Background: an optimization exercise with open tools, aiming at small area, a short achievable clock period and few clock cycles per item. Do not read the settings as production practice.
Where RTL was checked, it was by simulation tests only, not by an equivalence proof against the original.
Only the layout flow was run in runs 5 to 7; the RTL was not checked for function there.
No activity file was given, so power comes from the tool's default toggle rates.

[flow/config.mk]
export PLATFORM = sky130hd
export DESIGN_NAME = onp_calc
export DESIGN_NICKNAME = onp_calc
export VERILOG_FILES = /design/flow/design.v
export SDC_FILE = /design/flow/constraint.sdc
export NUM_CORES = 4
export LEC_CHECK = 0
export CAP_MARGIN = 20
export CORE_MARGIN = 2
export CORE_UTILIZATION = 40
export CTS_BUF_LIST = sky130_fd_sc_hd__clkbuf_8
export CTS_CLUSTER_DIAMETER = 150
export CTS_CLUSTER_SIZE = 30
export SLEW_MARGIN = 20
[flow/constraint.sdc]
create_clock -name core_clock -period 9.0 [get_ports {clk}]
set_input_delay 1.8000 -clock core_clock [delete_from_list [all_inputs] [get_ports {clk}]]
set_output_delay 1.8000 -clock core_clock [all_outputs]
set_load 0.01 [all_outputs]
[flow/design.v]
module onp_calc(
    input clk,
    input rst,
    input [3:0] in_data,
    input wr_data,
    output [31:0] result,
    output result_ready
    );
    reg  [23:0] P;
    reg         ps;
    reg  [20:0] S;
    reg  [13:0] M;
    reg         ms;
    reg         szero;    
    reg   [1:0] nic;      
    reg         pmul;     
    reg         rdy;
    reg         init;
    reg t_dig, t_pm, t_sub, t_mul, t_eq, t_lp, t_rp;
    reg x2, x4, x8, xs, y1, y2, yn;
    wire clr = rdy | init;
    wire tv  = t_dig | t_pm | t_mul | t_eq | t_lp | t_rp;
    reg [2:0] fst [0:4];
    wire inh = ~pmul;
    wire [2:0] ftop = fst[0];
    wire f_szero = ftop[2], f_inh = ftop[1], f_ms = ftop[0];
    integer i;
    always @(posedge clk)
        if (t_lp) begin
            fst[0] <= {szero, inh, ms};
            for (i = 1; i < 5; i = i + 1) fst[i] <= fst[i-1];
        end else if (t_rp) begin
            for (i = 0; i < 4; i = i + 1) fst[i] <= fst[i+1];
        end
    reg ps_nx;
    always @* begin
        ps_nx = ps;
        if (clr | t_rp | t_eq) ps_nx = 1'b0;
        else if (t_pm) ps_nx = ms ^ t_sub;
    end
    wire [3:0] d = in_data;
    wire w_dig = wr_data & ~(d[3] & (d[2] | d[1]));
    wire w_as  = wr_data & (d == 4'hA || d == 4'hB || d == 4'hD || d == 4'hF);
    always @(posedge clk) begin
        t_dig <= w_dig;
        t_pm  <= wr_data & (d == 4'hA || d == 4'hB);
        t_mul <= wr_data & (d == 4'hC);
        t_eq  <= wr_data & (d == 4'hD);
        t_lp  <= wr_data & (d == 4'hE);
        t_rp  <= wr_data & (d == 4'hF);
        x2 <= w_dig & (d == 4'd2 || d == 4'd3);
        x4 <= w_dig & (d == 4'd4 || d == 4'd5 || d == 4'd6);
        x8 <= w_dig & (d == 4'd7 || d == 4'd8 || d == 4'd9);
        xs <= w_as;
        y1 <= (w_dig & (d == 4'd1 || d == 4'd3 || d == 4'd5 || d == 4'd9)) | (w_as & ~ps_nx);
        y2 <= w_dig & (d == 4'd6);
        yn <= (w_dig & (d == 4'd7)) | (w_as & ps_nx);
    end
    always @(posedge clk)
        t_sub <= d[0];
    wire [23:0] X = ({24{x2}} & {P[22:0], 1'b0})
                  | ({24{x4}} & {P[21:0], 2'b0})
                  | ({24{x8}} & {P[20:0], 3'b0})
                  | ({24{xs}} & {{3{S[20]}}, S});
    wire [23:0] Y = ({24{y1}} & P)
                  | ({24{y2}} & {P[22:0], 1'b0})
                  | ({24{yn}} & ~P);
    wire [24:0] sum1 = {X, 1'b1} + {Y, yn};
    wire [23:0] sum = sum1[24:1];
    reg [16:0] s0;
    reg [10:0] s1;
    reg [4:0]  s2;
    reg [1:0]  sc;
    reg [7:0]  msave;
    wire push_s = t_lp & ~szero;
    wire pop_s  = t_rp & ~f_szero;
    always @(posedge clk) begin
        if (push_s && sc == 2'd0) s0 <= S[16:0];
        if (push_s && sc == 2'd1) s1 <= S[10:0];
        if (push_s && sc == 2'd2) s2 <= S[4:0];
        if (t_lp & ~inh) msave <= M[7:0];
    end
    wire [16:0] pop_sv = sc == 2'd1 ? s0 : sc == 2'd2 ? {{6{s1[10]}}, s1} : {{12{s2[4]}}, s2};
    always @(posedge clk)
        if (clr) sc <= 2'd0;
        else if (push_s) sc <= sc + 2'd1;
        else if (pop_s) sc <= sc - 2'd1;
    always @(posedge clk or posedge rst)
        if (rst) begin
            rdy <= 1'b0;
            init <= 1'b1;
        end else begin
            init <= 1'b0;
            rdy <= t_eq;
        end
    always @(posedge clk)
        if (clr) begin
            szero <= 1'b1;
            nic <= 2'd0;
            pmul <= 1'b0;
        end else if (tv) begin
            pmul <= t_mul;
            if (t_pm) szero <= 1'b0;
            if (t_lp) begin
                szero <= 1'b1;
                if (~inh) nic <= nic + 2'd1;
            end
            if (t_rp) begin
                szero <= f_szero;
                if (~f_inh) nic <= nic - 2'd1;
            end
        end
    always @(posedge clk) begin
        ps <= ps_nx;
        if (clr) begin
            P <= 24'd1;
            S <= 21'd0;
            M <= 14'd1;
            ms <= 1'b0;
        end else begin
            if (t_dig | t_rp | t_eq) P <= sum;
            if (t_pm) begin
                S <= sum[20:0];
                P <= {{10{M[13]}}, M};
            end
            if (t_lp) begin
                S <= 21'd0;
                if (~inh) M <= P[13:0];
                ms <= ps;
            end
            if (t_rp) begin
                S <= f_szero ? 21'd0 : {{4{pop_sv[16]}}, pop_sv};
                ms <= f_ms;
                if (~f_inh) M <= (nic == 2'd1) ? 14'd1 : {{6{msave[7]}}, msave};
            end
        end
    end
    assign result = {{8{P[23]}}, P};
    assign result_ready = rdy;
endmodule
[flow/flow/run.sh]
#!/bin/bash
set -euo pipefail
MARGIN=6.0
bash standard.sh synth > synth.log 2>&1
bash standard.sh SETUP_SLACK_MARGIN=$MARGIN "BUFFER_PORTS_ARGS=-buffer_cell sky130_fd_sc_hd__buf_2" finish > layout.log 2>&1
[flow/standard.sh]
#!/bin/bash
# synth_recipe.tcl (not shown) runs the flow's synth.tcl, then flattens the netlist and writes it again
# the make line also repeats each setting of config.mk as NAME=value (left out here)
make -C /OpenROAD-flow-scripts/flow DESIGN_CONFIG=/design/flow/config.mk WORK_HOME=/design/flow/orfs CLKGATE_MAP_FILE= SYNTH_SCRIPT=/design/flow/synth_recipe.tcl "${@:-finish}"
==> results of run 1 <==
-- path summary, 6_finish.rpt --
kind / from / end / slack (ns) / cells after the start
max: P[22] / result[22] / 6.07 / 1
max reg2reg: x2 / S[16] / 6.09 / 12
max in group asynchronous: rst / init / 7.64 / 2
min: t_eq / rdy / 0.41 / 0
min in group asynchronous: rst / rdy / 1.17 / 2
min reg2reg: t_eq / rdy / 0.41 / 0
-- cell families (layout without fill, tap and decap cells) --
kind of cell	after synthesis	in the layout	synth area share [%]
DFF	139	139	44.48
AOI/OAI and AO/OA	329	329	27.53
other	1	1	0.04973
and+or+nand+nor	221	221	12.88
muxes	19	19	2.705
buffers and inverters	93	103	5.060
xor gates and xnor gates	22	22	2.555
adders and majority gates	28	28	4.745
-- timing repair --
action | in CTS | in global routing
cloned | 1 | 0
gates resized for setup | 20 | 35
buffers inserted | 3 | 3
endpoints found under the setup margin | 48 | 35
pin swaps | 1 | 7
-- per-layer routing --
| metal | global-route usage, % | routed length [microns] | up-vias |
|---|---|---|---|
| met4 | 8.684 | 575 | 0 |
| li1 | - | - | 3114 |
| met2 | 32.29 | 9482 | 158 |
| met1 | 27.72 | 9581 | 3023 |
| met5 | 0 | 0 | - |
| met3 | 3.949 | 937 | 31 |
-- layout make-up --
| cell class | count | share of cell area, % |
|---|---|---|
| multi-input cells | 620 | 46.45 |
| well taps | 234 | 3.517 |
| repair inverters | 1 | 0.09018 |
| repair buffers | 52 | 3.517 |
| inverters | 18 | 0.8568 |
| flip-flops and latches | 139 | 40.93 |
| clock buffers | 19 | 3.141 |
| clock inverters | 13 | 1.503 |
-- synthesized netlist by cell type, drive strengths merged, types with 14 or more instances --
| cell type | instances |
|---|---|
| a21o | 18 |
| a21oi | 82 |
| a22oi | 62 |
| a31oi | 14 |
| clkbuf | 62 |
| dfxtp | 81 |
| edfxtp | 56 |
| ha | 27 |
| inv | 18 |
| nand2 | 99 |
| nor2 | 55 |
| nor3 | 16 |
| o21ai | 95 |
-- report_power, final --
part	internal (mW)	switching (mW)	total, mW	leakage [nW]
sequential	0.675	0.0396	0.714	1.24
combinational	0.0543	0.0915	0.146	1.76
clock	0.258	0.245	0.503	0.205
total	0.987	0.377	1.36	3.21
-- registers in the layout, summed over array words and instances, names as in the netlist, 2 cells and up --
register and cells:
s1 11, msave 8, M 14, s2 5, s0 17, nic 2, P 24, S 21
fst 15, sc 2
==> notes.md, run 1 <==
* Maximum root-to-sink buffer count at 2
* Status: timing/DRC/antenna clean
* CP max stage delay at approximately 0.47 ns
* Post-DP Area at 7770 sq um
* N_diodes at 0
* GRT Total Usage at roughly a fifth
* Final Setup Violations at 0
* Die height at approximately 140 microns
* Placed Cells at between 1000 and 1500
* Area growth syn-to-layout at 10.39%
* Synth Register Bits at 139
* Synth area leader: edfxtp_1
* CP arrival at 1.13 ns
* Yosys top cell area share at 22.30%
* YS warnings at 2
* Worst-Margin Slew at about 1.1 ns
* First-pass GRT wire length at 31810 microns
* Remaining global-route overflow at 0
* Initial Utilization at between 40 and 50%
* Synth Cell Area at ~7500 sq um
* CTS sink cnt at around 140
* Rows at 50
* Maximum capacitance violations at 0
* Final Slew Violations at 0
* CP startpoint kind: flip-flop
* Final GP Congestion at about 0.9
* Num CTS Buffers at 17
* Rel. slew slack at roughly 28%
* Place WS at roughly 5.7 ns
* H-Tree Depth at 4
* IR drop worst, VDD at 97.44 uV
* DPL Wire Length at around 14000 microns
* Routed WL at between 20000 and 25000 microns
* Port Buffers at 39
* Post-Synthesis Cells at between 800 and 900
* Avg WL per Cell at ~19 microns
* Die area at 19970 sq um
* Worst Skew at 0.01395 ns
* P_leak at 3.210 nW
* Crit path kind: flip-flop to output port
* Synth Area per Inst at between 8 and 9 sq um
* Routed vias at 6326
* Pwr Density at about 160 nW/um^2
* Post-route insts no fill at ~1100
* Seq. cell area at between 3000 and 4000 sq um
* I/O pins at 40
* Routed vias/inst at 5.772
* Initial antenna violation count at 0
* DRC violations left at 0
* Highest clock rate at between 0.3 and 0.4 GHz
* Worst-Skew Late Latency at roughly 0.47 ns
* Final ANT Viol Nets at 0
* WP data required at roughly 7.2 ns
* Final design utilization at about 45%
* Drt pass-1 iters at 5
* Number of global-route vias before repair at 5887
* Largest net degree at the start of global routing at 45
* Die width at ~140 microns
* Core area at approximately 19000 sq um
* Nets at 884
* Final WS setup at ~6.1 ns
* Clock Pin Slew Worst Setup and Hold Paths at approximately 0.080 ns
* Sequential share of the synthesized area at 44.48%
* Most common cell after layout, fill and taps aside: nand2_1
* Fin area at ~8300 sq um
* RSZ-0062 raised after global routing: true
* # hold bufs at CTS at 0
* Slowest-stage cell, CP: dfxtp_1
* CP endpoint kind: output port
* CTS tree: done
* Min-Delay Path Class: flip-flop to flip-flop
* Layout cells sized above 1 at between 15 and 20%
* Synth cell types at 60
* Clock Tree Root: clkbuf_8
* Final Power at around 1.4 mW
* CP top delay family: flip-flops
* Fillers at between 1500 and 2000
* Max FO, Critical Path at 6
* FFs w/ async S/R, synth at under 10%
* Main flop type after synthesis: dfxtp_1
* CP bufs+invs at 1
* CP Cell Sequence: buf_2
* Tmin final at around 2.9 ns
* Area of the multi-input gates at ~3900 sq um
* Synth top area cells: edfxtp_1 (22%), dfxtp_1 (22%), o21ai_0 (6.2%), a22oi_1 (6.2%), a21oi_1 (5.4%)
* Hold WS at 0.4060 ns
* Final hold viol count at 0
* Most frequent cells in the layout: nand2_1 (99), o21ai_0 (89), a21oi_1 (80)
* Fin crit share at ~33%
* Total negative setup slack at 0 ns
* Post-Syn Nets at 887
* DRT iter0 DRCs at 678
* Post-synth EDFFs at 56
Testbench counts, summed over its fixed seeds: cycles 30,450, exprs 2,400.
==> run 2, diff against run 1 <==
--- a/flow/config.mk
+++ b/flow/config.mk
@@ -9,6 +9,5 @@
 export CORE_MARGIN = 2
 export CORE_UTILIZATION = 40
 export CTS_BUF_LIST = sky130_fd_sc_hd__clkbuf_8
-export CTS_CLUSTER_DIAMETER = 150
-export CTS_CLUSTER_SIZE = 30
+export PLACE_DENSITY = 0.75
 export SLEW_MARGIN = 20
==> run 2 against run 1 <==
Compared with the run above: still clean on timing, DRC and antenna; clock power decreased by about 10%; sequential share of layout area rose by 0.16 points; total power down 3.7%; critical path type unchanged; critical endpoint unchanged; largest cell class unchanged; largest power group unchanged; highest routed layer unchanged.
==> notes.md, run 2 <==
* Status: timing/DRC/antenna clean (unchanged)
* Seq. cell area at 3402 sq um (was 3407 sq um)
* Synth cell types at 60 (unchanged)
* Slowest-stage cell, CP: dfxtp_1 (unchanged)
* Hold WS at 0.4026 ns (was 0.4060 ns)
* Final Slew Violations at 0 (unchanged)
* CP top delay family: flip-flops (unchanged)
* Nets at 885 (was 884)
* Max FO, Critical Path at 6 (unchanged)
* Initial antenna violation count at 0 (unchanged)
* Post-DP Area at 7770 sq um (unchanged)
* DRT iter0 DRCs at 711 (was 678)
* Die area at 19970 sq um (unchanged)
* Register with the most flip-flops: P (unchanged)
* Final WS setup at 6.042 ns (was 6.075 ns)
* # hold bufs at CTS at 0 (unchanged)
* Initial Utilization at 40.59% (unchanged)
* Worst-Margin Slew at 0.9323 ns (was 1.081 ns)
* Maximum root-to-sink buffer count at 2 (unchanged)
* Clk pwr share at 34.5% (was 36.9%)
* Min-delay src: t_eq (unchanged)
* CP startpoint kind: flip-flop (unchanged)
* Seq pwr share at 54.5% (was 52.4%)
* Area of the multi-input gates at 3861 sq um (was 3866 sq um)
* Min-Delay Path Class: flip-flop to flip-flop (unchanged)
* Top cells by count, synth: nand2_1 (99), o21ai_0 (93), a21oi_1 (81), dfxtp_1 (81), a22oi_1 (62) (unchanged)
* Clock Pin Slew Worst Setup and Hold Paths at 0.08 ns (about the same)
* Tmin final at 2.958 ns (was 2.925 ns)
* Top flop regs: P: 24 flops, S: 21 flops, s0: 17 flops (unchanged)
* Worst Skew at 0.01166 ns (was 0.01395 ns)
* YS warnings at 2 (unchanged)
* IR drop worst, VDD at 97.70 uV (was 97.44 uV)
* Num CTS Buffers at 17 (unchanged)
* DRC violations left at 0 (unchanged)
* Avg WL per Cell at 18.26 microns (was 18.78 microns)
* Final Setup Violations at 0 (unchanged)
* CP endpoint kind: output port (unchanged)
* Final hold viol count at 0 (unchanged)
* Place WS at 5.745 ns (was 5.664 ns)
* Final design utilization at 44.56% (was 44.80%)
* Placed Cells at 1057 (unchanged)
* Core area at 18580 sq um (unchanged)
* Maximum capacitance violations at 0 (unchanged)
* Final Power at 1.313 mW (was 1.363 mW)
* CTS tree: done (unchanged)
* Area growth syn-to-layout at 9.789% (was 10.39%)
* Synth Cell Area at 7541 sq um (unchanged)
* P_leak at 3.213 nW (was 3.210 nW)
* Synth top area cells: edfxtp_1 (22%), dfxtp_1 (22%), o21ai_0 (6.2%), a22oi_1 (6.2%), a21oi_1 (5.4%) (unchanged)
* N_diodes at 0 (unchanged)
* Final ANT Viol Nets at 0 (unchanged)
* Clock Tree Root: clkbuf_8 (unchanged)
* Top-count cell post-synth: nand2_1 (unchanged)
* Synth Register Bits at 139 (unchanged)
* Net Sw Frac at 28.23% (was 27.62%)
* Post-Syn Nets at 887 (unchanged)
* Largest register FFs at 24 (unchanged)
* Worst-Skew Late Latency at 0.46 ns (was 0.47 ns)
* Post-route insts no fill at 1097 (was 1096)
* Pint at 0.9422 mW (was 0.9866 mW)
* I/O pins at 40 (unchanged)
* Most common cell after layout, fill and taps aside: nand2_1 (unchanged)
* Highest clock rate at 0.3380 GHz (was 0.3418 GHz)
* Layout cells sized above 1 at 16.11% (was 16.94%)
* Routed vias/inst at 6.005 (was 5.772)
* CP arrival at 1.16 ns (was 1.13 ns)
* Fillers at 1794 (was 1807)
* Die height at 141.3 microns (unchanged)
* CP max stage delay at 0.50 ns (was 0.47 ns)
* RSZ-0062 raised after global routing: true (unchanged)
* CTS sink cnt at 139 (unchanged)
* Sequential share of the synthesized area at 44.48% (unchanged)
* Number of global-route vias before repair at 5978 (was 5887)
* Critical path launch point: P[22] (unchanged)
* Rel. slew slack at 37.61% (was 27.64%)
* Synth Area per Inst at 8.851 sq um (unchanged)
* Yosys top cell area share at 22.30% (unchanged)
* Main flop type after synthesis: dfxtp_1 (unchanged)
* Routed vias at 6587 (was 6326)
* CP bufs+invs at 1 (unchanged)
* Critical R2R Launch: yn (was x2)
* Most frequent cells in the layout: nand2_1 (99), o21ai_0 (90), a21oi_1 (79) (was nand2_1 (99), o21ai_0 (89), a21oi_1 (80))
* Fin area at 8279 sq um (was 8324 sq um)
* CP Cell Sequence: buf_2 (unchanged)
* Total negative setup slack at 0 ns (unchanged)
* Port Buffers at 39 (unchanged)
* Final GP Congestion at 0.8936 (was 0.8877)
* WP data required at 7.20 ns (about the same)
* Die width at 141.3 microns (unchanged)
* Switching power at 0.3706 mW (was 0.3766 mW)
* H-Tree Depth at 4 (unchanged)
* Rows at 50 (unchanged)
* DPL Wire Length at 13320 microns (was 13830 microns)
* Post-synth EDFFs at 56 (unchanged)
* GRT Total Usage at 19.85% (was 20.52%)
* Remaining global-route overflow at 0 (unchanged)
* Synth area leader: edfxtp_1 (unchanged)
* First-pass GRT wire length at 31130 microns (was 31810 microns)
* Crit path kind: flip-flop to output port (unchanged)
* Post-Synthesis Cells at 852 (unchanged)
* Drt pass-1 iters at 5 (unchanged)
* Comb power frac at 11.0% (was 10.7%)
* Fin crit share at 32.87% (was 32.50%)
* Pwr Density at 158.6 nW/um^2 (was 163.8 nW/um^2)
* Largest net degree at the start of global routing at 44 (was 45)
* Routed WL at 20030 microns (was 20580 microns)
* FFs w/ async S/R, synth at 1.439% (unchanged)
==> run 2: cell counts after synthesis <==
No cell type changed its count.
==> run 2: power by group through the flow <==
| stage | logic, mW | clock network [mW] | registers (mW) |
|---|---|---|---|
| 2_1_floorplan | 0.113 | 0 | 0.707 |
| 3_3_place_gp | 0.136 | 0 | 0.728 |
| 3_5_place_dp | 0.139 | 0 | 0.728 |
| 4_1_cts | 0.140 | 0.460 | 0.715 |
| 5_1_grt | 0.159 | 0.484 | 0.719 |
| 6_report | 0.145 | 0.452 | 0.716 |
==> run 2: cell type report <==
type                    instances  area share, %
well taps                     234          3.536
clock inverters                11         0.6952
multi-input cells             620          46.64
repair buffers                 52          3.536
repair inverters                2         0.1511
flip-flops and latches        139          41.09
inverters                      18         0.8614
clock buffers                  21          3.491
==> run 2: cells by family (layout without fill, tap and decap cells) <==
group	count (synthesis)	count (layout)	synth area share, %
other	1	1	0.04973
AND/OR/NAND/NOR	221	221	12.88
multiplexers	19	19	2.705
AO/OA/AOI/OAI	329	329	27.53
flip-flops	139	139	44.48
adder cells (fa/ha/maj)	28	28	4.745
XOR/XNOR	22	22	2.555
buffers and inverters	93	104	5.060
==> run 2: final timing paths <==
path | endpoint | slack, ns | depth (start not counted)
min reg2reg | rdy | 0.40 | 0
min in group asynchronous | rdy | 1.18 | 2
max in group asynchronous | init | 7.63 | 2
max reg2reg | S[15] | 6.07 | 11
max | result[22] | 6.04 | 1
min | rdy | 0.40 | 0
==> run 2: repair_timing <==
item | CTS | global route
buffers inserted | 4 | 2
endpoints found under the hold margin | 0 | 0
pin swaps | 1 | 7
gates resized for setup | 20 | 27
setup endpoints to repair | 37 | 41
cloned | 2 | 0
==> run 2: routing by layer <==
metal / track usage [%] / vias to the layer above / wire length, microns
met4: 7.000 / 0 / 471
li1: - / 3111 / -
met1: 27.00 / 3169 / 8968
met3: 4.590 / 45 / 1361
met2: 31.17 / 262 / 9227
met5: 0 / - / 0
==> run 3, diff against run 2 <==
--- a/flow/config.mk
+++ b/flow/config.mk
@@ -9,5 +9,4 @@
 export CORE_MARGIN = 2
 export CORE_UTILIZATION = 40
 export CTS_BUF_LIST = sky130_fd_sc_hd__clkbuf_8
-export PLACE_DENSITY = 0.75
 export SLEW_MARGIN = 20
==> run 3 against run 2 <==
Compared with the run above: hold slack improved by 0.0034 ns; synthesized cell count unchanged; clock skew increased by 0.0023 ns; critical path type unchanged.
==> notes.md, run 3 <==
* Top cells by count, synth: nand2_1 (99), o21ai_0 (93), a21oi_1 (81), dfxtp_1 (81), a22oi_1 (62) (unchanged)
* Min-delay src: t_eq (unchanged)
* Crit path kind: flip-flop to output port (unchanged)
* Die area at 19970 sq um (unchanged)
* Routed WL at 20580 microns (was 20030 microns)
* Most common cell after layout, fill and taps aside: nand2_1 (unchanged)
* Yosys top cell area share at 22.30% (unchanged)
* Initial antenna violation count at 0 (unchanged)
* Total negative setup slack at 0 ns (unchanged)
* Synth Register Bits at 139 (unchanged)
* Synth top area cells: edfxtp_1 (22%), dfxtp_1 (22%), o21ai_0 (6.2%), a22oi_1 (6.2%), a21oi_1 (5.4%) (unchanged)
* P_leak at 3.210 nW (was 3.213 nW)
* Main flop type after synthesis: dfxtp_1 (unchanged)
* Fin crit share at 32.50% (was 32.87%)
* Tmin final at 2.925 ns (was 2.958 ns)
* Seq pwr share at 52.4% (was 54.5%)
* DRT iter0 DRCs at 678 (was 711)
* DPL Wire Length at 13830 microns (was 13320 microns)
* IR drop worst, VDD at 97.44 uV (was 97.70 uV)
* RSZ-0062 raised after global routing: true (unchanged)
* N_diodes at 0 (unchanged)
* Port Buffers at 39 (unchanged)
* GRT Total Usage at 20.52% (was 19.85%)
* Slowest-stage cell, CP: dfxtp_1 (unchanged)
* Critical R2R Launch: x2 (was yn)
* Most frequent cells in the layout: nand2_1 (99), o21ai_0 (89), a21oi_1 (80) (was nand2_1 (99), o21ai_0 (90), a21oi_1 (79))
* CTS tree: done (unchanged)
* Post-route insts no fill at 1096 (was 1097)
* Number of global-route vias before repair at 5887 (was 5978)
* CTS sink cnt at 139 (unchanged)
* Initial Utilization at 40.59% (unchanged)
* Net Sw Frac at 27.62% (was 28.23%)
* Remaining global-route overflow at 0 (unchanged)
* Core area at 18580 sq um (unchanged)
* Min-Delay Path Class: flip-flop to flip-flop (unchanged)
* R2R setup slack at 6.09 ns (was 6.07 ns)
* Area growth syn-to-layout at 10.39% (was 9.789%)
* CP max stage delay at 0.47 ns (was 0.50 ns)
* Largest register FFs at 24 (unchanged)
* Pwr Density at 163.8 nW/um^2 (was 158.6 nW/um^2)
* Switching power at 0.3766 mW (was 0.3706 mW)
* FFs w/ async S/R, synth at 1.439% (unchanged)
* First-pass GRT wire length at 31810 microns (was 31130 microns)
* CP startpoint kind: flip-flop (unchanged)
* Area of the multi-input gates at 3866 sq um (was 3861 sq um)
* CP arrival at 1.13 ns (was 1.16 ns)
* Rel. slew slack at 27.64% (was 37.61%)
* Final Setup Violations at 0 (unchanged)
* Seq. cell area at 3407 sq um (was 3402 sq um)
* Final GP Congestion at 0.8877 (was 0.8936)
* Nets at 884 (was 885)
* YS warnings at 2 (unchanged)
* Maximum root-to-sink buffer count at 2 (unchanged)
* Routed vias at 6326 (was 6587)
* Critical path launch point: P[22] (unchanged)
* Post-Synthesis Cells at 852 (unchanged)
* Maximum capacitance violations at 0 (unchanged)
* Status: timing/DRC/antenna clean (unchanged)
* DRC violations left at 0 (unchanged)
* I/O pins at 40 (unchanged)
* Drt pass-1 iters at 5 (unchanged)
* Die width at 141.3 microns (unchanged)
* Avg WL per Cell at 18.78 microns (was 18.26 microns)
* Clock Pin Slew Worst Setup and Hold Paths at 0.08 ns (about the same)
* Synth cell types at 60 (unchanged)
* WP data required at 7.20 ns (about the same)
* Synth area leader: edfxtp_1 (unchanged)
* Final Slew Violations at 0 (unchanged)
* Synth Area per Inst at 8.851 sq um (unchanged)
* Worst-Margin Slew at 1.081 ns (was 0.9323 ns)
* Placed Cells at 1057 (unchanged)
* Pint at 0.9866 mW (was 0.9422 mW)
* Comb power frac at 10.7% (was 11.0%)
* Worst-Skew Late Latency at 0.47 ns (was 0.46 ns)
* Largest net degree at the start of global routing at 45 (was 44)
* Top-count cell post-synth: nand2_1 (unchanged)
* CP bufs+invs at 1 (unchanged)
* Fillers at 1807 (was 1794)
* Clock Tree Root: clkbuf_8 (unchanged)
* Final hold viol count at 0 (unchanged)
* Final ANT Viol Nets at 0 (unchanged)
* Max FO, Critical Path at 6 (unchanged)
* Register with the most flip-flops: P (unchanged)
* Clk pwr share at 36.9% (was 34.5%)
* Layout cells sized above 1 at 16.94% (was 16.11%)
* Die height at 141.3 microns (unchanged)
* Num CTS Buffers at 17 (unchanged)
* Highest clock rate at 0.3418 GHz (was 0.3380 GHz)
* Sequential share of the synthesized area at 44.48% (unchanged)
* Top flop regs: P: 24 flops, S: 21 flops, s0: 17 flops (unchanged)
* Post-synth EDFFs at 56 (unchanged)
* # hold bufs at CTS at 0 (unchanged)
* Routed vias/inst at 5.772 (was 6.005)
* CP top delay family: flip-flops (unchanged)
* CP Cell Sequence: buf_2 (unchanged)
* Rows at 50 (unchanged)
* Post-Syn Nets at 887 (unchanged)
* Synth Cell Area at 7541 sq um (unchanged)
* Worst Skew at 0.01395 ns (was 0.01166 ns)
* H-Tree Depth at 4 (unchanged)
* CP endpoint kind: output port (unchanged)
-- run 3: through the flow --
step	power (mW)	setup WS (ns)	utilization [%]	hold WS [ns]	area, sq um
floorplan	0.8195	6.269	-	0.3538	7541
global placement	0.8669	5.710	41.82	0.3971	7770
detailed placement	0.8681	5.664	41.82	0.3906	7770
CTS	1.370	6.001	44.22	0.4049	8217
global route	1.416	5.962	44.80	0.4140	8324
finish	1.363	6.075	44.80	0.4060	8324
-- run 3: repair_timing --
item,4_1_cts,5_1_grt
gates resized for setup,20,35
setup buffers,3,3
pin swaps,1,7
endpoints found under the setup margin,48,35
cloned,1,0
-- run 3: final timing paths --
kind,to,cells past startpoint
max,result[22],1
min,rdy,0
max reg2reg,S[16],12
min reg2reg,rdy,0
max in group asynchronous,init,2
min in group asynchronous,rdy,2
-- run 3: cell type report --
class                   instances  area share [%]
flip-flops and latches        139           40.93
repair buffers                 52           3.517
clock inverters                13           1.503
well taps                     234           3.517
inverters                      18          0.8568
multi-input cells             620           46.45
clock buffers                  19           3.141
repair inverters                1         0.09018
-- run 3: logic make-up after synthesis --
kind of cell    after synthesis  share of synthesized area, %
xor+xnor                     22                         2.555
mux                          19                         2.705
buf+inv                      93                         5.060
simple gates                221                         12.88
flops                       139                         44.48
fa+ha+maj                    28                         4.745
compound gates              329                         27.53
other cells                   1                       0.04973
-- run 3: layer usage --
layer | up-vias | wire length [microns] | GRT usage, % | part of all wire (%)
met4 | 0 | 575 | 8.684 | 2.8
met1 | 3023 | 9581 | 27.72 | 47
met3 | 31 | 937 | 3.949 | 4.6
met5 | - | 0 | 0 | 0
li1 | 3114 | - | - | -
met2 | 158 | 9482 | 32.29 | 46
-- run 3: power by group through the flow --
stage                     Combinational, mW  Sequential, mW  Clock [mW]
after floorplan                       0.113           0.707           0
after global placement                0.139           0.728           0
after detailed placement              0.140           0.728           0
after CTS                             0.141           0.715       0.514
after global routing                  0.160           0.719       0.537
final                                 0.146           0.714       0.503
==> run 4, diff against run 3 <==
==> flow/flow/run.sh (replaced) <==
#!/bin/bash
set -euo pipefail
MARGIN=6.0
bash standard.sh synth > synth.log 2>&1
bash standard.sh SETUP_SLACK_MARGIN=$MARGIN "BUFFER_PORTS_ARGS=-buffer_cell sky130_fd_sc_hd__buf_1" finish > layout.log 2>&1
==> run 4 against run 3 <==
Compared with the run above: still clean; via count is essentially flat; non-clock buffer count rose by 3; global-route usage fell by 0.29 points; sequential power about the same; clock power down 3%.
==> notes.md, run 4 <==
* Fin crit share at 32.73% (was 32.50%)
* Worst-Margin Slew at 0.9985 ns (was 1.081 ns)
* DRC violations left at 0 (unchanged)
* Post-DP Area at 7721 sq um (was 7770 sq um)
* R2R setup slack at 6.10 ns (was 6.09 ns)
* Routed vias at 6329 (was 6326)
* Worst reg-to-reg path cell count at 11 (was 12)
* CP arrival at 1.15 ns (was 1.13 ns)
* Synth Area per Inst at 8.851 sq um (unchanged)
* Nets at 888 (was 884)
* Register with the most flip-flops: P (unchanged)
* Pwr Density at 162.6 nW/um^2 (was 163.8 nW/um^2)
* Die width at 141.3 microns (unchanged)
* Critical path launch point: P[21] (was P[22])
* Area growth syn-to-layout at 9.557% (was 10.39%)
* Rel. slew slack at 33.19% (was 27.64%)
* Synth Register Bits at 139 (unchanged)
* CP endpoint kind: output port (unchanged)
* Drt pass-1 iters at 5 (unchanged)
* Synth Cell Area at 7541 sq um (unchanged)
* IR drop worst, VDD at 131.2 uV (was 97.44 uV)
* CP bufs+invs at 1 (unchanged)
* Largest register FFs at 24 (unchanged)
* Post-synth EDFFs at 56 (unchanged)
* H-Tree Depth at 4 (unchanged)
* Stages on worst setup path at 1 (unchanged)
* Final GP Congestion at 0.8742 (was 0.8877)
* Critical R2R Launch: x2 (unchanged)
* Worst R2R End: P[18] (was S[16])
* Status: timing/DRC/antenna clean (unchanged)
* WP data required at 7.20 ns (about the same)
* Fin area at 8262 sq um (was 8324 sq um)
* Max FO, Critical Path at 7 (was 6)
* CTS tree: done (unchanged)
* Synth cell types at 60 (unchanged)
* Die height at 141.3 microns (unchanged)
* P_leak at 3.093 nW (was 3.210 nW)
* RSZ-0062 raised after global routing: true (unchanged)
* Most common cell after layout, fill and taps aside: nand2_1 (unchanged)
* Total negative setup slack at 0 ns (unchanged)
* Clock Tree Root: clkbuf_8 (unchanged)
* Maximum root-to-sink buffer count at 2 (unchanged)
* Final ANT Viol Nets at 0 (unchanged)
* CP top delay family: flip-flops (unchanged)
* Avg WL per Cell at 18.39 microns (was 18.78 microns)
* Port Buffers at 39 (unchanged)
* DRT iter0 DRCs at 587 (was 678)
* Initial antenna violation count at 0 (unchanged)
* Final hold viol count at 0 (unchanged)
* Die area at 19970 sq um (unchanged)
* Synth top area cells: edfxtp_1 (22%), dfxtp_1 (22%), o21ai_0 (6.2%), a22oi_1 (6.2%), a21oi_1 (5.4%) (unchanged)
* Min-Delay Path Class: flip-flop to flip-flop (unchanged)
* Remaining global-route overflow at 0 (unchanged)
* GRT Total Usage at 20.23% (was 20.52%)
* Top-count cell post-synth: nand2_1 (unchanged)
* First-pass GRT wire length at 31400 microns (was 31810 microns)
* Fillers at 1825 (was 1807)
* CP Cell Sequence: buf_1 (was buf_2)
* CTS sink cnt at 139 (unchanged)
* Yosys top cell area share at 22.30% (unchanged)
* Worst-Skew Late Latency at 0.47 ns (about the same)
* Maximum capacitance violations at 0 (unchanged)
* N_diodes at 0 (unchanged)
* Routed vias/inst at 5.754 (was 5.772)
* Slowest-stage cell, CP: dfxtp_1 (unchanged)
* Tmin final at 2.946 ns (was 2.925 ns)
* CP max stage delay at 0.49 ns (was 0.47 ns)
* Highest clock rate at 0.3394 GHz (was 0.3418 GHz)
* Worst setup path end: result[21] (was result[22])
* Sequential share of the synthesized area at 44.48% (unchanged)
* Hold WS at 0.4082 ns (was 0.4060 ns)
* Routed WL at 20230 microns (was 20580 microns)
* FFs w/ async S/R, synth at 1.439% (unchanged)
* Top flop regs: P: 24 flops, S: 21 flops, s0: 17 flops (unchanged)
* CP startpoint kind: flip-flop (unchanged)
* Crit path kind: flip-flop to output port (unchanged)
* Num CTS Buffers at 17 (unchanged)
* Post-Syn Nets at 887 (unchanged)
* YS warnings at 2 (unchanged)
* Core area at 18580 sq um (unchanged)
* Layout cells sized above 1 at 11.43% (was 16.94%)
* I/O pins at 40 (unchanged)
* Top cells by count, synth: nand2_1 (99), o21ai_0 (93), a21oi_1 (81), dfxtp_1 (81), a22oi_1 (62) (unchanged)
* Post-Synthesis Cells at 852 (unchanged)
* Seq. cell area at 3405 sq um (was 3407 sq um)
* Synth area leader: edfxtp_1 (unchanged)
* Area of the multi-input gates at 3837 sq um (was 3866 sq um)
* Main flop type after synthesis: dfxtp_1 (unchanged)
* Initial Utilization at 40.59% (unchanged)
* Worst Skew at 0.02273 ns (was 0.01395 ns)
* Clock Pin Slew Worst Setup and Hold Paths at 0.08 ns (about the same)
* Most frequent cells in the layout: nand2_1 (99), o21ai_0 (92), a21oi_1 (80) (was nand2_1 (99), o21ai_0 (89), a21oi_1 (80))
* Final Setup Violations at 0 (unchanged)
* Rows at 50 (unchanged)
* Largest net degree at the start of global routing at 44 (was 45)
* Number of global-route vias before repair at 5957 (was 5887)
* Final Slew Violations at 0 (unchanged)
* DPL Wire Length at 13530 microns (was 13830 microns)
==> run 4: area by class of cell <==
class / instances / area share, %
multi-input combinational: 620 / 46.45
sequential: 139 / 41.21
tap: 234 / 3.544
timing repair buffer: 55 / 3.226
clock buffer: 19 / 3.165
clock inverter: 13 / 1.363
inverter: 18 / 0.8632
timing repair inverter: 2 / 0.1817
==> run 4: what timing repair did <==
action,in CTS,in global routing
cloned,1,1
pin swaps,1,4
setup buffers,6,3
setup endpoints to repair,44,36
gates resized for setup,17,26
hold buffers,0,0
==> run 4: cells by family (layout without fill, tap and decap cells) <==
kind of cell             Yosys count  after routing  synth area share (%)
XOR/XNOR                          22             22                 2.555
buffers and inverters             93            107                 5.060
multiplexers                      19             19                 2.705
adder cells (fa/ha/maj)           28             28                 4.745
flip-flops                       139            139                 44.48
AO/OA/AOI/OAI                    329            329                 27.53
other                              1              1               0.04973
AND/OR/NAND/NOR                  221            221                 12.88
==> run 4: worst min-delay path by stage <==
stage / start / endpoint / cells past startpoint
global placement: t_eq / rdy / 0
global route: t_eq / rdy / 0
detailed placement: t_eq / rdy / 0
CTS: t_eq / rdy / 0
finish: t_eq / rdy / 0
floorplan: t_eq / rdy / 0
==> run 4: power breakdown <==
part | internal, mW | leakage [nW] | switching, mW
sequential | 0.675 | 1.24 | 0.0394
clock | 0.253 | 0.212 | 0.235
combinational | 0.0498 | 1.64 | 0.0902
==> run 4: metrics by stage <==
| stage | util, % | power (mW) | worst slack [ns] | instances |
|---|---|---|---|---|
| finish | 44.46 | 1.343 | 6.054 | 1100 |
| global route | 44.46 | 1.397 | 5.937 | 1100 |
| CTS | 43.97 | 1.353 | 6.001 | 1096 |
| detailed placement | 41.56 | 0.8635 | 5.678 | 1057 |
| global placement | 41.56 | 0.8630 | 5.696 | 1057 |
| floorplan | - | 0.8195 | 6.269 | 852 |
==> run 4: metal layers <==
metal  routed length, microns  GRT usage, %  vias up
li1                         -             -     3122
met1                     9273         27.44     2973
met2                     9138         31.40      199
met3                     1217         4.084       35
met4                      600         8.947        0
met5                        0             0        -
==> run 5, diff against run 4 <==
--- a/flow/design.v
+++ b/flow/design.v
@@ -16,10 +16,9 @@
     reg         pmul;     
     reg         rdy;
     reg         init;
-    reg t_dig, t_pm, t_sub, t_mul, t_eq, t_lp, t_rp;
+    reg t_ps, t_pm, t_sub, t_mul, t_eq, t_lp, t_rp;    
     reg x2, x4, x8, xs, y1, y2, yn;
     wire clr = rdy | init;
-    wire tv  = t_dig | t_pm | t_mul | t_eq | t_lp | t_rp;
     reg [2:0] fst [0:4];
     wire inh = ~pmul;
     wire [2:0] ftop = fst[0];
@@ -42,7 +41,7 @@
     wire w_dig = wr_data & ~(d[3] & (d[2] | d[1]));
     wire w_as  = wr_data & (d == 4'hA || d == 4'hB || d == 4'hD || d == 4'hF);
     always @(posedge clk) begin
-        t_dig <= w_dig;
+        t_ps  <= w_dig | (wr_data & (d == 4'hD || d == 4'hF));
         t_pm  <= wr_data & (d == 4'hA || d == 4'hB);
         t_mul <= wr_data & (d == 4'hC);
         t_eq  <= wr_data & (d == 4'hD);
@@ -98,8 +97,9 @@
             szero <= 1'b1;
             nic <= 2'd0;
             pmul <= 1'b0;
-        end else if (tv) begin
-            pmul <= t_mul;
+        end else begin
+            if (t_mul) pmul <= 1'b1;
+            else if (t_pm | t_lp) pmul <= 1'b0;
             if (t_pm) szero <= 1'b0;
             if (t_lp) begin
                 szero <= 1'b1;
@@ -118,7 +118,7 @@
             M <= 14'd1;
             ms <= 1'b0;
         end else begin
-            if (t_dig | t_rp | t_eq) P <= sum;
+            if (t_ps) P <= sum;
             if (t_pm) begin
                 S <= sum[20:0];
                 P <= {{10{M[13]}}, M};
==> run 5 against run 4 <==
Compared with the run above: clock-buffer cell count down 1; clock power decreased by 1%; via count increased by 5.3%; sequential share of layout area is 2.3 points lower; first-iteration DRC count shrank 10%; hold slack lost 0.056 ns; still clean; sequential power decreased by 2%; synthesized cell count decreased by 0.47%; routed wire length up 8.6%; global-route usage rose by 1.0 points; fmax is 0.30% lower; final cell count grew 3.7%.
==> notes.md, run 5 <==
* Core area at 19270 sq um (was 18580 sq um)
* Min-delay src: t_eq (unchanged)
* Rel. slew slack at 34.97% (was 33.19%)
* Initial antenna violation count at 0 (unchanged)
* Post-synth EDFFs at 56 (unchanged)
* CP top delay family: flip-flops (unchanged)
* Die width at 143.6 microns (was 141.3 microns)
* Final GP Congestion at 0.8904 (was 0.8742)
* FFs w/ async S/R, synth at 1.439% (unchanged)
* I/O pins at 40 (unchanged)
* Final hold viol count at 0 (unchanged)
* Layout cells sized above 1 at 15.41% (was 11.43%)
* CP bufs+invs at 1 (unchanged)
* Sequential share of the synthesized area at 43.02% (was 44.48%)
* Most frequent cells in the layout: nand2_1 (89), o21ai_0 (67), a21oi_1 (63) (was nand2_1 (99), o21ai_0 (92), a21oi_1 (80))
* N_diodes at 0 (unchanged)
* Yosys top cell area share at 21.57% (was 22.30%)
* Num CTS Buffers at 17 (unchanged)
* Nets at 898 (was 888)
* Top flop regs: P: 24 flops, S: 21 flops, s0: 17 flops (unchanged)
* Maximum root-to-sink buffer count at 2 (unchanged)
* Port Buffers at 39 (unchanged)
* Worst Skew at 0.01411 ns (was 0.02273 ns)
* Worst reg-to-reg path cell count at 12 (was 11)
* H-Tree Depth at 4 (unchanged)
* Synth Register Bits at 139 (unchanged)
* Crit path kind: flip-flop to output port (unchanged)
* Number of global-route vias before repair at 6029 (was 5957)
* Total negative setup slack at 0 ns (unchanged)
* Clock Tree Root: clkbuf_8 (unchanged)
* Largest register FFs at 24 (unchanged)
* CP startpoint kind: flip-flop (unchanged)
* DRT iter0 DRCs at 527 (was 587)
* Fin crit share at 32.83% (was 32.73%)
* Post-Syn Nets at 883 (was 887)
* DRC violations left at 0 (unchanged)
* Area growth syn-to-layout at 12.28% (was 9.557%)
* Worst hold path cell count at 0 (unchanged)
* GRT Total Usage at 21.27% (was 20.23%)
* Initial Utilization at 40.46% (was 40.59%)
* Final Setup Violations at 0 (unchanged)
* CP max stage delay at 0.51 ns (was 0.49 ns)
* Synth cell types at 74 (was 60)
* Worst-Margin Slew at 0.9653 ns (was 0.9985 ns)
* Worst-Skew Late Latency at 0.46 ns (was 0.47 ns)
* Final WS setup at 6.045 ns (was 6.054 ns)
* Slowest-stage cell, CP: dfxtp_1 (unchanged)
* # hold bufs at CTS at 0 (unchanged)
* CP arrival at 1.16 ns (was 1.15 ns)
* RSZ-0062 raised after global routing: true (unchanged)
* Drt pass-1 iters at 6 (was 5)
* YS warnings at 2 (unchanged)
* Most common cell after layout, fill and taps aside: nand2_1 (unchanged)
* Highest clock rate at 0.3384 GHz (was 0.3394 GHz)
* Maximum capacitance violations at 0 (unchanged)
* Largest net degree at the start of global routing at 35 (was 44)
* Avg WL per Cell at 19.25 microns (was 18.39 microns)
* CP endpoint kind: output port (unchanged)
* Register with the most flip-flops: P (unchanged)
* CP Cell Sequence: buf_1 (unchanged)
* DPL Wire Length at 14430 microns (was 13530 microns)
* Top-count cell post-synth: nand2_1 (unchanged)
* Die height at 143.6 microns (was 141.3 microns)
* R2R setup slack at 6.08 ns (was 6.10 ns)
* Main flop type after synthesis: dfxtp_1 (unchanged)
* Synth Area per Inst at 9.195 sq um (was 8.851 sq um)
* Rows at 51 (was 50)
* Synth Cell Area at 7797 sq um (was 7541 sq um)
* Post-Synthesis Cells at 848 (was 852)
* P_leak at 3.224 nW (was 3.093 nW)
* Synth area leader: edfxtp_1 (unchanged)
* Status: timing/DRC/antenna clean (unchanged)
* Top cells by count, synth: nand2_1 (89), dfxtp_1 (81), o21ai_0 (67) (was nand2_1 (99), o21ai_0 (93), a21oi_1 (81), dfxtp_1 (81), a22oi_1 (62))
* Max FO, Critical Path at 8 (was 7)
* Pwr Density at 151.2 nW/um^2 (was 162.6 nW/um^2)
* Die area at 20630 sq um (was 19970 sq um)
* Tmin final at 2.955 ns (was 2.946 ns)
* Worst R2R End: P[21] (was P[18])
* Routed vias/inst at 5.843 (was 5.754)
* Synth top area cells: edfxtp_1 (22%), dfxtp_1 (21%), a22oi_1 (5.7%), ha_1 (4.3%), o21ai_0 (4.3%) (was edfxtp_1 (22%), dfxtp_1 (22%), o21ai_0 (6.2%), a22oi_1 (6.2%), a21oi_1 (5.4%))
* Hold EP: rdy (unchanged)
* Place WS at 5.435 ns (was 5.678 ns)
* Final ANT Viol Nets at 0 (unchanged)
* Final Slew Violations at 0 (unchanged)
* Final Power at 1.323 mW (was 1.343 mW)
* CTS tree: done (unchanged)
* First-pass GRT wire length at 33870 microns (was 31400 microns)
* Routed WL at 21970 microns (was 20230 microns)
* Routed vias at 6667 (was 6329)
* Critical R2R Launch: y1 (was x2)
* IR drop worst, VDD at 83.84 uV (was 131.2 uV)
* WP data required at 7.20 ns (about the same)
* CTS sink cnt at 139 (unchanged)
* Remaining global-route overflow at 0 (unchanged)
* Clock Pin Slew Worst Setup and Hold Paths at 0.08 ns (about the same)
* Min-Delay Path Class: flip-flop to flip-flop (unchanged)
==> run 5: cell families after synthesis <==
family | count (synthesis) | synth area share, %
AO/OA/AOI/OAI | 325 | 28.72
buffers and inverters | 96 | 5.022
AND/OR/NAND/NOR | 210 | 12.37
flip-flops | 139 | 43.02
other | 1 | 0.04809
XOR/XNOR | 16 | 1.797
adder cells (fa/ha/maj) | 28 | 4.589
multiplexers | 33 | 4.429
==> run 5: what timing repair did <==
item / in CTS / in global routing
pin swaps: 4 / 13
cloned: 1 / 1
gates resized for setup: 28 / 29
setup endpoints to repair: 56 / 27
setup buffers: 6 / 11
==> run 5: power by group <==
part / leakage [nW] / internal, mW / switching [mW]
clock: 0.186 / 0.226 / 0.258
combinational: 1.82 / 0.0514 / 0.0858
sequential: 1.22 / 0.671 / 0.0312
==> run 5: worst max path at each step <==
stage,end,slack (ns),from,depth (start not counted)
2_1_floorplan,P[21],6.10,P[0],11
3_3_place_gp,P[21],5.52,xs,10
3_5_place_dp,P[21],5.43,xs,10
4_1_cts,P[21],5.95,xs,11
5_1_grt,P[21],5.92,y1,12
6_report,result[16],6.04,P[16],1
==> run 5: per-stage QoR <==
| step | hold slack (ns) | cells | utilization (%) | instance area [sq um] |
|---|---|---|---|---|
| after floorplan | 0.3321 | 848 | - | 7797 |
| after CTS | 0.3528 | 1129 | 44.31 | 8538 |
| after detailed placement | 0.3408 | 1090 | 41.76 | 8048 |
| final | 0.3517 | 1141 | 45.43 | 8755 |
| after global routing | 0.3617 | 1141 | 45.43 | 8755 |
| after global placement | 0.3428 | 1090 | 41.76 | 8048 |
==> run 5: area by class of cell <==
cell class | count | area [sq um]
Timing Repair Buffer | 66 | 397.9
Timing Repair inverter | 1 | 7.507
Tap cell | 265 | 331.6
Clock inverter | 14 | 123.9
Clock buffer | 18 | 247.7
Multi-Input combinational cell | 613 | 4146
Sequential cell | 139 | 3402
Fill cell | 1922 | 10520
Inverter | 25 | 97.59
==> run 5: metal layers <==
| metal | global-route usage, % | part of all wire (%) | up-vias |
|---|---|---|---|
| li1 | - | - | 3207 |
| met1 | 29.38 | 46 | 3178 |
| met2 | 34.06 | 46 | 255 |
| met3 | 3.632 | 6.4 | 27 |
| met4 | 6.656 | 1.5 | 0 |
| met5 | 0 | 0 | - |
==> run 6, diff against run 5 <==
--- a/flow/design.v
+++ b/flow/design.v
@@ -17,7 +17,7 @@
     reg         rdy;
     reg         init;
     reg t_ps, t_pm, t_sub, t_mul, t_eq, t_lp, t_rp;    
-    reg x2, x4, x8, xs, y1, y2, yn;
+    reg x4, x8, xs, y1, y2, yn;
     wire clr = rdy | init;
     reg [2:0] fst [0:4];
     wire inh = ~pmul;
@@ -47,18 +47,16 @@
         t_eq  <= wr_data & (d == 4'hD);
         t_lp  <= wr_data & (d == 4'hE);
         t_rp  <= wr_data & (d == 4'hF);
-        x2 <= w_dig & (d == 4'd2 || d == 4'd3);
-        x4 <= w_dig & (d == 4'd4 || d == 4'd5 || d == 4'd6);
+        x4 <= w_dig & (d == 4'd3 || d == 4'd4 || d == 4'd5 || d == 4'd6);
         x8 <= w_dig & (d == 4'd7 || d == 4'd8 || d == 4'd9);
         xs <= w_as;
-        y1 <= (w_dig & (d == 4'd1 || d == 4'd3 || d == 4'd5 || d == 4'd9)) | (w_as & ~ps_nx);
-        y2 <= w_dig & (d == 4'd6);
-        yn <= (w_dig & (d == 4'd7)) | (w_as & ps_nx);
+        y1 <= (w_dig & (d == 4'd1 || d == 4'd5 || d == 4'd9)) | (w_as & ~ps_nx);
+        y2 <= w_dig & (d == 4'd2 || d == 4'd6);
+        yn <= (w_dig & (d == 4'd3 || d == 4'd7)) | (w_as & ps_nx);
     end
     always @(posedge clk)
         t_sub <= d[0];
-    wire [23:0] X = ({24{x2}} & {P[22:0], 1'b0})
-                  | ({24{x4}} & {P[21:0], 2'b0})
+    wire [23:0] X = ({24{x4}} & {P[21:0], 2'b0})
                   | ({24{x8}} & {P[20:0], 3'b0})
                   | ({24{xs}} & {{3{S[20]}}, S});
     wire [23:0] Y = ({24{y1}} & P)
==> flow/flow/run.sh (replaced) <==
#!/bin/bash
set -euo pipefail
MARGIN=6.0
bash standard.sh synth > synth.log 2>&1
bash standard.sh SETUP_SLACK_MARGIN=$MARGIN "BUFFER_PORTS_ARGS=-buffer_cell sky130_fd_sc_hd__buf_2" finish > layout.log 2>&1
==> run 6 against run 5 <==
Compared with the run above: sequential power decreased by 0.7%; synthesized cell count decreased by 4.2%; total power increased by 0.84%; utilization increased by 0.36 points; via count decreased by 3.2%; fmax decreased by 0.17%.
==> notes.md, run 6 <==
* Synth Register Bits at 138 (was 139)
* Num CTS Buffers at 17 (unchanged)
* Die height at 141.1 microns (was 143.6 microns)
* Rel. slew slack at 38.71% (was 34.97%)
* Number of global-route vias before repair at 5886 (was 6029)
* Pwr Density at 156.8 nW/um^2 (was 151.2 nW/um^2)
* Synth Area per Inst at 9.258 sq um (was 9.195 sq um)
* Post-synth EDFFs at 56 (unchanged)
* Post-Syn Nets at 847 (was 883)
* Initial antenna violation count at 0 (unchanged)
* CP arrival at 3.35 ns (was 1.16 ns)
* Remaining global-route overflow at 0 (unchanged)
* Routed WL at 21110 microns (was 21970 microns)
* DRT iter0 DRCs at 683 (was 527)
* Status: timing/DRC/antenna clean (unchanged)
* Worst-Margin Slew at 0.9183 ns (was 0.9653 ns)
* IR drop worst, VDD at 88.88 uV (was 83.84 uV)
* Fin crit share at 32.89% (was 32.83%)
* Maximum root-to-sink buffer count at 2 (unchanged)
* Worst Skew at 0.01539 ns (was 0.01411 ns)
* Net Sw Frac at 28.41% (was 28.32%)
* Slowest-stage cell, CP: or4b_1 (was dfxtp_1)
* Pint at 0.9554 mW (was 0.9487 mW)
* Comb power frac at 10.8% (was 10.4%)
* CP max stage delay at 0.51 ns (about the same)
* YS warnings at 2 (unchanged)
* Rows at 50 (was 51)
* Largest register FFs at 24 (unchanged)
* Final Slew Violations at 0 (unchanged)
* Synth area leader: edfxtp_1 (unchanged)
* First-pass GRT wire length at 33130 microns (was 33870 microns)
* Sequential share of the synthesized area at 44.36% (was 43.02%)
* N_diodes at 0 (unchanged)
* Post-DP Area at 7782 sq um (was 8048 sq um)
* Avg WL per Cell at 19.49 microns (was 19.25 microns)
* Layout cells sized above 1 at 19.67% (was 15.41%)
* Min-Delay Path Class: flip-flop to flip-flop (unchanged)
* Fin area at 8508 sq um (was 8755 sq um)
* Clock Pin Slew Worst Setup and Hold Paths at 0.08 ns (about the same)
* Largest net degree at the start of global routing at 40 (was 35)
* I/O pins at 40 (unchanged)
* Initial Utilization at 40.46% (about the same)
* Register with the most flip-flops: P (unchanged)
* # hold bufs at CTS at 0 (unchanged)
* Core area at 18580 sq um (was 19270 sq um)
* Post-Synthesis Cells at 812 (was 848)
* Maximum capacitance violations at 0 (unchanged)
* Worst R2R End: S[16] (was P[21])
* Area growth syn-to-layout at 13.18% (was 12.28%)
* Highest clock rate at 0.3378 GHz (was 0.3384 GHz)
* Final Setup Violations at 0 (unchanged)
* Synth Cell Area at 7517 sq um (was 7797 sq um)
* RSZ-0062 raised after global routing: true (unchanged)
* Hold EP: rdy (unchanged)
* CP Cell Sequence: clkinvlp_4 -> buf_12 -> o21ai_0 -> ha_4 -> and4_4 -> nand3_1 -> a21o_1 -> a211o_4 -> or4b_1 -> a31oi_1 (was buf_1)
* Most frequent cells in the layout: o21ai_0 (84), a21oi_1 (83), nand2_1 (74) (was nand2_1 (89), o21ai_0 (67), a21oi_1 (63))
* Worst-Skew Late Latency at 0.47 ns (was 0.46 ns)
* CTS tree: done (unchanged)
* Synth cell types at 71 (was 74)
* Synth top area cells: edfxtp_1 (22%), dfxtp_1 (21%), o21ai_0 (5.7%), a21oi_1 (5.6%), ha_1 (4.5%) (was edfxtp_1 (22%), dfxtp_1 (21%), a22oi_1 (5.7%), ha_1 (4.3%), o21ai_0 (4.3%))
* Top flop regs: P: 24 flops, S: 21 flops, s0: 17 flops (unchanged)
* CP startpoint kind: flip-flop (unchanged)
* Total negative setup slack at 0 ns (unchanged)
* CP bufs+invs at 2 (was 1)
* Final GP Congestion at 0.9369 (was 0.8904)
* FFs w/ async S/R, synth at 1.449% (was 1.439%)
* Crit path kind: flip-flop to flip-flop (was flip-flop to output port)
* R2R setup slack at 6.04 ns (was 6.08 ns)
* CP top delay family: compound AO/OA/AOI/OAI gates (was flip-flops)
* Clock Tree Root: clkbuf_8 (unchanged)
* Nets at 871 (was 898)
* Routed vias at 6452 (was 6667)
* Worst hold path cell count at 0 (unchanged)
* Tmin final at 2.960 ns (was 2.955 ns)
* GRT Total Usage at 21.13% (was 21.27%)
* H-Tree Depth at 4 (unchanged)
* Top cells by count, synth: o21ai_0 (86), a21oi_1 (84), dfxtp_1 (80) (was nand2_1 (89), dfxtp_1 (81), o21ai_0 (67))
* Worst reg-to-reg path cell count at 10 (was 12)
* Critical R2R Launch: yn (was y1)
* Final ANT Viol Nets at 0 (unchanged)
* CP endpoint kind: flip-flop (was output port)
* DRC violations left at 0 (unchanged)
* Die width at 141.1 microns (was 143.6 microns)
* Min-delay src: t_eq (unchanged)
* Final hold viol count at 0 (unchanged)
* Die area at 19910 sq um (was 20630 sq um)
* Main flop type after synthesis: dfxtp_1 (unchanged)
* Routed vias/inst at 5.958 (was 5.843)
* Seq pwr share at 52.3% (was 53.1%)
* Port Buffers at 39 (unchanged)
* DPL Wire Length at 13640 microns (was 14430 microns)
* WP data required at 9.39 ns (was 7.20 ns)
* P_leak at 3.331 nW (was 3.224 nW)
* Drt pass-1 iters at 9 (was 6)
* Switching power at 0.3791 mW (was 0.3748 mW)
* Most common cell after layout, fill and taps aside: o21ai_0 (was nand2_1)
* Yosys top cell area share at 22.37% (was 21.57%)
* Top-count cell post-synth: o21ai_0 (was nand2_1)
* Max FO, Critical Path at 10 (was 8)
* CTS sink cnt at 138 (was 139)
* Clk pwr share at 36.9% (was 36.6%)
[run 6: what timing repair did]
action	CTS	global route
cloned	1	0
endpoints found under the hold margin	0	0
setup buffers	3	12
endpoints found under the setup margin	48	29
resized for setup	29	29
pin swaps	1	6
[run 6: cell type report]
class | count | area, sq um
fillers | 1783 | 10070
multi-input cells | 580 | 3924
flip-flops and latches | 138 | 3374
repair buffers | 59 | 377.9
well taps | 234 | 292.8
clock buffers | 19 | 261.5
inverters | 39 | 151.4
clock inverters | 13 | 118.9
repair inverters | 1 | 7.507
[run 6: layer usage]
layer	vias to the layer above	track usage, %	part of all wire, %
met5	-	0	0
met4	0	6.211	1.4
met3	33	5.095	7.6
met2	243	31.04	44
met1	3091	30.83	46
li1	3085	-	-
[run 6: through the flow]
| step | std cells | total power, mW | hold slack (ns) | worst slack (ns) | utilization (%) |
|---|---|---|---|---|---|
| after floorplan | 812 | 0.7941 | 0.3321 | 6.213 | - |
| after global placement | 1035 | 0.8403 | 0.3509 | 5.414 | 41.89 |
| after detailed placement | 1035 | 0.8410 | 0.3508 | 5.578 | 41.89 |
| after CTS | 1071 | 1.330 | 0.3690 | 6.002 | 44.45 |
| after global routing | 1083 | 1.388 | 0.3795 | 5.938 | 45.79 |
| final | 1083 | 1.335 | 0.3653 | 6.040 | 45.79 |
[run 6: kinds of logic (layout without fill, tap and decap cells)]
| kind of cell | Yosys count | after routing | share of synthesized area (%) |
|---|---|---|---|
| simple gates | 183 | 183 | 11.33 |
| xor+xnor | 22 | 22 | 2.563 |
| fa+ha+maj | 28 | 28 | 4.760 |
| other cells | 1 | 1 | 0.04989 |
| compound gates | 318 | 318 | 27.45 |
| flops | 138 | 138 | 44.36 |
| buf+inv | 94 | 131 | 5.443 |
| mux | 28 | 28 | 4.045 |
[run 6: how the worst max path moves through the flow]
| stage | startpoint | end | cells after the start |
|---|---|---|---|
| 2_1_floorplan | x4 | S[16] | 11 |
| 3_3_place_gp | y1 | P[22] | 9 |
| 3_5_place_dp | y1 | P[22] | 10 |
| 4_1_cts | P[4] | result[4] | 1 |
| 5_1_grt | xs | S[16] | 10 |
| 6_report | yn | S[16] | 10 |
[run 6: power groups by stage]
stage	combinational [mW]	clock, mW	sequential, mW
floorplan	0.0944	0	0.700
global placement	0.127	0	0.713
detailed placement	0.128	0	0.713
CTS	0.130	0.500	0.700
global route	0.159	0.529	0.701
finish	0.144	0.493	0.697
==> run 7, diff against run 6 <==
==> flow/flow/run.sh (replaced) <==
#!/bin/bash
set -euo pipefail
MARGIN=5.9
bash standard.sh synth > synth.log 2>&1
bash standard.sh SETUP_SLACK_MARGIN=$MARGIN "BUFFER_PORTS_ARGS=-buffer_cell sky130_fd_sc_hd__buf_2" finish > layout.log 2>&1
==> run 7 against run 6 <==
Compared with the run above: fmax fell by 3.2%; register-to-register slack got worse by 0.09 ns; combinational power fell by 5%; clock-buffer cell count did not move; critical endpoint is now result[9].
==> notes.md, run 7 <==
* RSZ-0062 raised after global routing: false (was true)
* Rows at 50 (unchanged)
* Routed vias/inst at 5.931 (was 5.958)
* Most common cell after layout, fill and taps aside: o21ai_0 (unchanged)
* Routed WL at 20830 microns (was 21110 microns)
* Final design utilization at 44.86% (was 45.79%)
* Maximum capacitance violations at 0 (unchanged)
* Drt pass-1 iters at 5 (was 9)
* H-Tree Depth at 4 (unchanged)
* GRT Total Usage at 21.08% (was 21.13%)
* # hold bufs at CTS at 0 (unchanged)
* Top cells by count, synth: o21ai_0 (86), a21oi_1 (84), dfxtp_1 (80) (unchanged)
* WP data required at 7.20 ns (was 9.39 ns)
* Clock Tree Root: clkbuf_8 (unchanged)
* DRT iter0 DRCs at 727 (was 683)
* Pwr Density at 159.4 nW/um^2 (was 156.8 nW/um^2)
* Num CTS Buffers at 17 (unchanged)
* Number of global-route vias before repair at 5864 (was 5886)
* Crit path kind: flip-flop to output port (was flip-flop to flip-flop)
* Final GP Congestion at 0.9369 (unchanged)
* CP Cell Sequence: buf_2 (was clkinvlp_4 -> buf_12 -> o21ai_0 -> ha_4 -> and4_4 -> nand3_1 -> a21o_1 -> a211o_4 -> or4b_1 -> a31oi_1)
* Register with the most flip-flops: P (unchanged)
* Area growth syn-to-layout at 10.87% (was 13.18%)
* Fin crit share at 33.97% (was 32.89%)
* Min-Delay Path Class: flip-flop to flip-flop (unchanged)
* First-pass GRT wire length at 33060 microns (was 33130 microns)
* Nets at 864 (was 871)
* Fin area at 8334 sq um (was 8508 sq um)
* CP endpoint kind: output port (was flip-flop)
* Largest register FFs at 24 (unchanged)
* Synth Area per Inst at 9.258 sq um (unchanged)
* GR Util met3 at 4.891% (was 5.095%)
* Yosys top cell area share at 22.37% (unchanged)
* Maximum root-to-sink buffer count at 2 (unchanged)
* GRT Max-Usage Layer: met2 (unchanged)
* Die width at 141.1 microns (unchanged)
* IR drop worst, VDD at 90.49 uV (was 88.88 uV)
* Post-Syn Nets at 847 (unchanged)
* Clock Pin Slew Worst Setup and Hold Paths at 0.08 ns (about the same)
* Sequential share of the synthesized area at 44.36% (unchanged)
* Main flop type after synthesis: dfxtp_1 (unchanged)
* Layout cells sized above 1 at 16.98% (was 19.67%)
* Total negative setup slack at 0 ns (unchanged)
* Initial Utilization at 40.46% (unchanged)
* CP bufs+invs at 1 (was 2)
* Initial antenna violation count at 0 (unchanged)
* Synth Register Bits at 138 (unchanged)
* Worst-Margin Slew at 0.8990 ns (was 0.9183 ns)
* Synth area leader: edfxtp_1 (unchanged)
* Top flop regs: P: 24 flops, S: 21 flops, s0: 17 flops (unchanged)
* Synth cell types at 71 (unchanged)
* YS warnings at 2 (unchanged)
* Post-DP Area at 7782 sq um (unchanged)
* Max FO, Critical Path at 8 (was 10)
* Seq. cell area at 3361 sq um (was 3374 sq um)
* Avg WL per Cell at 19.36 microns (was 19.49 microns)
* Worst Skew at 0.01684 ns (was 0.01539 ns)
* Synth top area cells: edfxtp_1 (22%), dfxtp_1 (21%), o21ai_0 (5.7%), a21oi_1 (5.6%), ha_1 (4.5%) (unchanged)
* CP max stage delay at 0.57 ns (was 0.51 ns)
* Rel. slew slack at 40.00% (was 38.71%)
* CP startpoint kind: flip-flop (unchanged)
* CTS tree: done (unchanged)
* CP top delay family: flip-flops (was compound AO/OA/AOI/OAI gates)
* P_leak at 3.275 nW (was 3.331 nW)
* Worst-Skew Late Latency at 0.48 ns (was 0.47 ns)
* Status: timing/DRC/antenna clean (unchanged)
* Final Slew Violations at 0 (unchanged)
* Final ANT Viol Nets at 0 (unchanged)
* Final Setup Violations at 0 (unchanged)
* FFs w/ async S/R, synth at 1.449% (unchanged)
* DPL Wire Length at 13640 microns (unchanged)
* Final hold viol count at 0 (unchanged)
* CTS sink cnt at 138 (unchanged)
* Post-synth EDFFs at 56 (unchanged)
* Synth Cell Area at 7517 sq um (unchanged)
* Slowest-stage cell, CP: dfxtp_1 (was or4b_1)
* Die height at 141.1 microns (unchanged)
* N_diodes at 0 (unchanged)
* Largest net degree at the start of global routing at 40 (unchanged)
* Highest clock rate at 0.3271 GHz (was 0.3378 GHz)
* Met2 GRT Util at 31.14% (was 31.04%)
* Port Buffers at 39 (unchanged)
* Routed vias at 6382 (was 6452)
* Top-count cell post-synth: o21ai_0 (unchanged)
* M1 GR Usage at 30.83% (unchanged)
* Post-Synthesis Cells at 812 (unchanged)
* Tmin final at 3.058 ns (was 2.960 ns)
* Area of the multi-input gates at 3830 sq um (was 3924 sq um)
* Remaining global-route overflow at 0 (unchanged)
* CP arrival at 1.26 ns (was 3.35 ns)
* Core area at 18580 sq um (unchanged)
* Fillers at 1812 (was 1783)
* Most frequent cells in the layout: o21ai_0 (86), a21oi_1 (83), nand2_1 (74) (was o21ai_0 (84), a21oi_1 (83), nand2_1 (74))
* Die area at 19910 sq um (unchanged)
* I/O pins at 40 (unchanged)
* DRC violations left at 0 (unchanged)
[run 7: final timing paths]
path,startpoint,to,slack (ns),cells past startpoint
hold / removal,t_eq,rdy,0.37,0
max in group asynchronous,rst,init,7.65,2
min in group asynchronous,rst,rdy,1.16,2
setup reg to reg,x4,P[22],5.95,10
setup / recovery,P[9],result[9],5.94,1
hold reg to reg,t_eq,rdy,0.37,0
[run 7: routing by layer]
layer,wire length [microns],vias up
li1,-,3069
met1,9826,3053
met2,9125,225
met3,1540,35
met4,342,0
met5,0,-
[run 7: through the flow]
| step | setup WS, ns | total power, mW | hold WS (ns) | cells |
|---|---|---|---|---|
| floorplan | 6.213 | 0.7941 | 0.3321 | 812 |
| global placement | 5.414 | 0.8403 | 0.3509 | 1035 |
| detailed placement | 5.578 | 0.8410 | 0.3508 | 1035 |
| CTS | 5.899 | 1.329 | 0.3691 | 1070 |
| global route | 5.896 | 1.381 | 0.3795 | 1076 |
| finish | 5.943 | 1.329 | 0.3652 | 1076 |
[run 7: timing repair]
item,CTS,global route
gates cloned,1,0
buffers inserted,2,6
endpoints found under the setup margin,26,23
pin swaps,0,3
gates resized for setup,11,19
[run 7: report_power, final]
| part | leakage, nW | total (mW) | switching, mW | internal (mW) |
|---|---|---|---|---|
| logic | 1.87 | 0.137 | 0.0863 | 0.0512 |
| registers | 1.21 | 0.698 | 0.0318 | 0.666 |
| clock network | 0.198 | 0.494 | 0.259 | 0.234 |
[run 7: cells by family after synthesis]
group	after synthesis	share of synthesized area, %
compound gates	318	27.45
simple gates	183	11.33
flops	138	44.36
buf+inv	94	5.443
fa+ha+maj	28	4.760
mux	28	4.045
xor+xnor	22	2.563
other cells	1	0.04989
[run 7: layout make-up]
type	instances	area share, %
clock buffer	19	3.138
timing repair inverter	1	0.09008
multi-input combinational	580	45.95
inverter	39	1.802
sequential	138	40.32
clock inverter	13	1.426
tap	234	3.513
timing repair buffer	52	3.753

-- what the ideal ports hide --
The flow's constraints put no driver on any port. The routed layouts listed below were extracted and timed again, unchanged, in two steps.
Step 1 assumes that a clkbuf_16 drives the clock port and a buf_2 every other input.
Step 2, shift: input delay + t, output delay - t, t = (earliest + latest rising clock arrival at the registers) / 2. This alone moves slack from input paths to output paths.
Three values: no drivers, after step 1, after step 2; two values: the first two.
run | t, ns | slack for setup (ns) | hold WS [ns] | worst setup path after step 2 | worst slew at a driven data input, ns
run 1 | 0.498 | 6.075 / 6.035 / 6.090 | 0.406 / 0.406 / 0.406 | register to register | 0.03
run 2 | 0.489 | 6.042 / 6.001 / 6.067 | 0.403 / 0.403 / 0.403 | register to register | 0.03
run 3 | 0.498 | 6.075 / 6.035 / 6.090 | 0.406 / 0.406 / 0.406 | register to register | 0.03
run 4 | 0.502 | 6.054 / 6.014 / 6.065 | 0.408 / 0.408 / 0.408 | input to register | 0.03
run 5 | 0.492 | 6.045 / 6.003 / 6.076 | 0.352 / 0.352 / 0.352 | register to register | 0.03
run 6 | 0.500 | 6.040 / 6.012 / 6.040 | 0.365 / 0.365 / 0.365 | register to register | 0.03
run 7 | 0.506 | 5.942 / 5.904 / 5.955 | 0.365 / 0.365 / 0.365 | register to register | 0.03
After both steps every run listed still meets setup and hold.
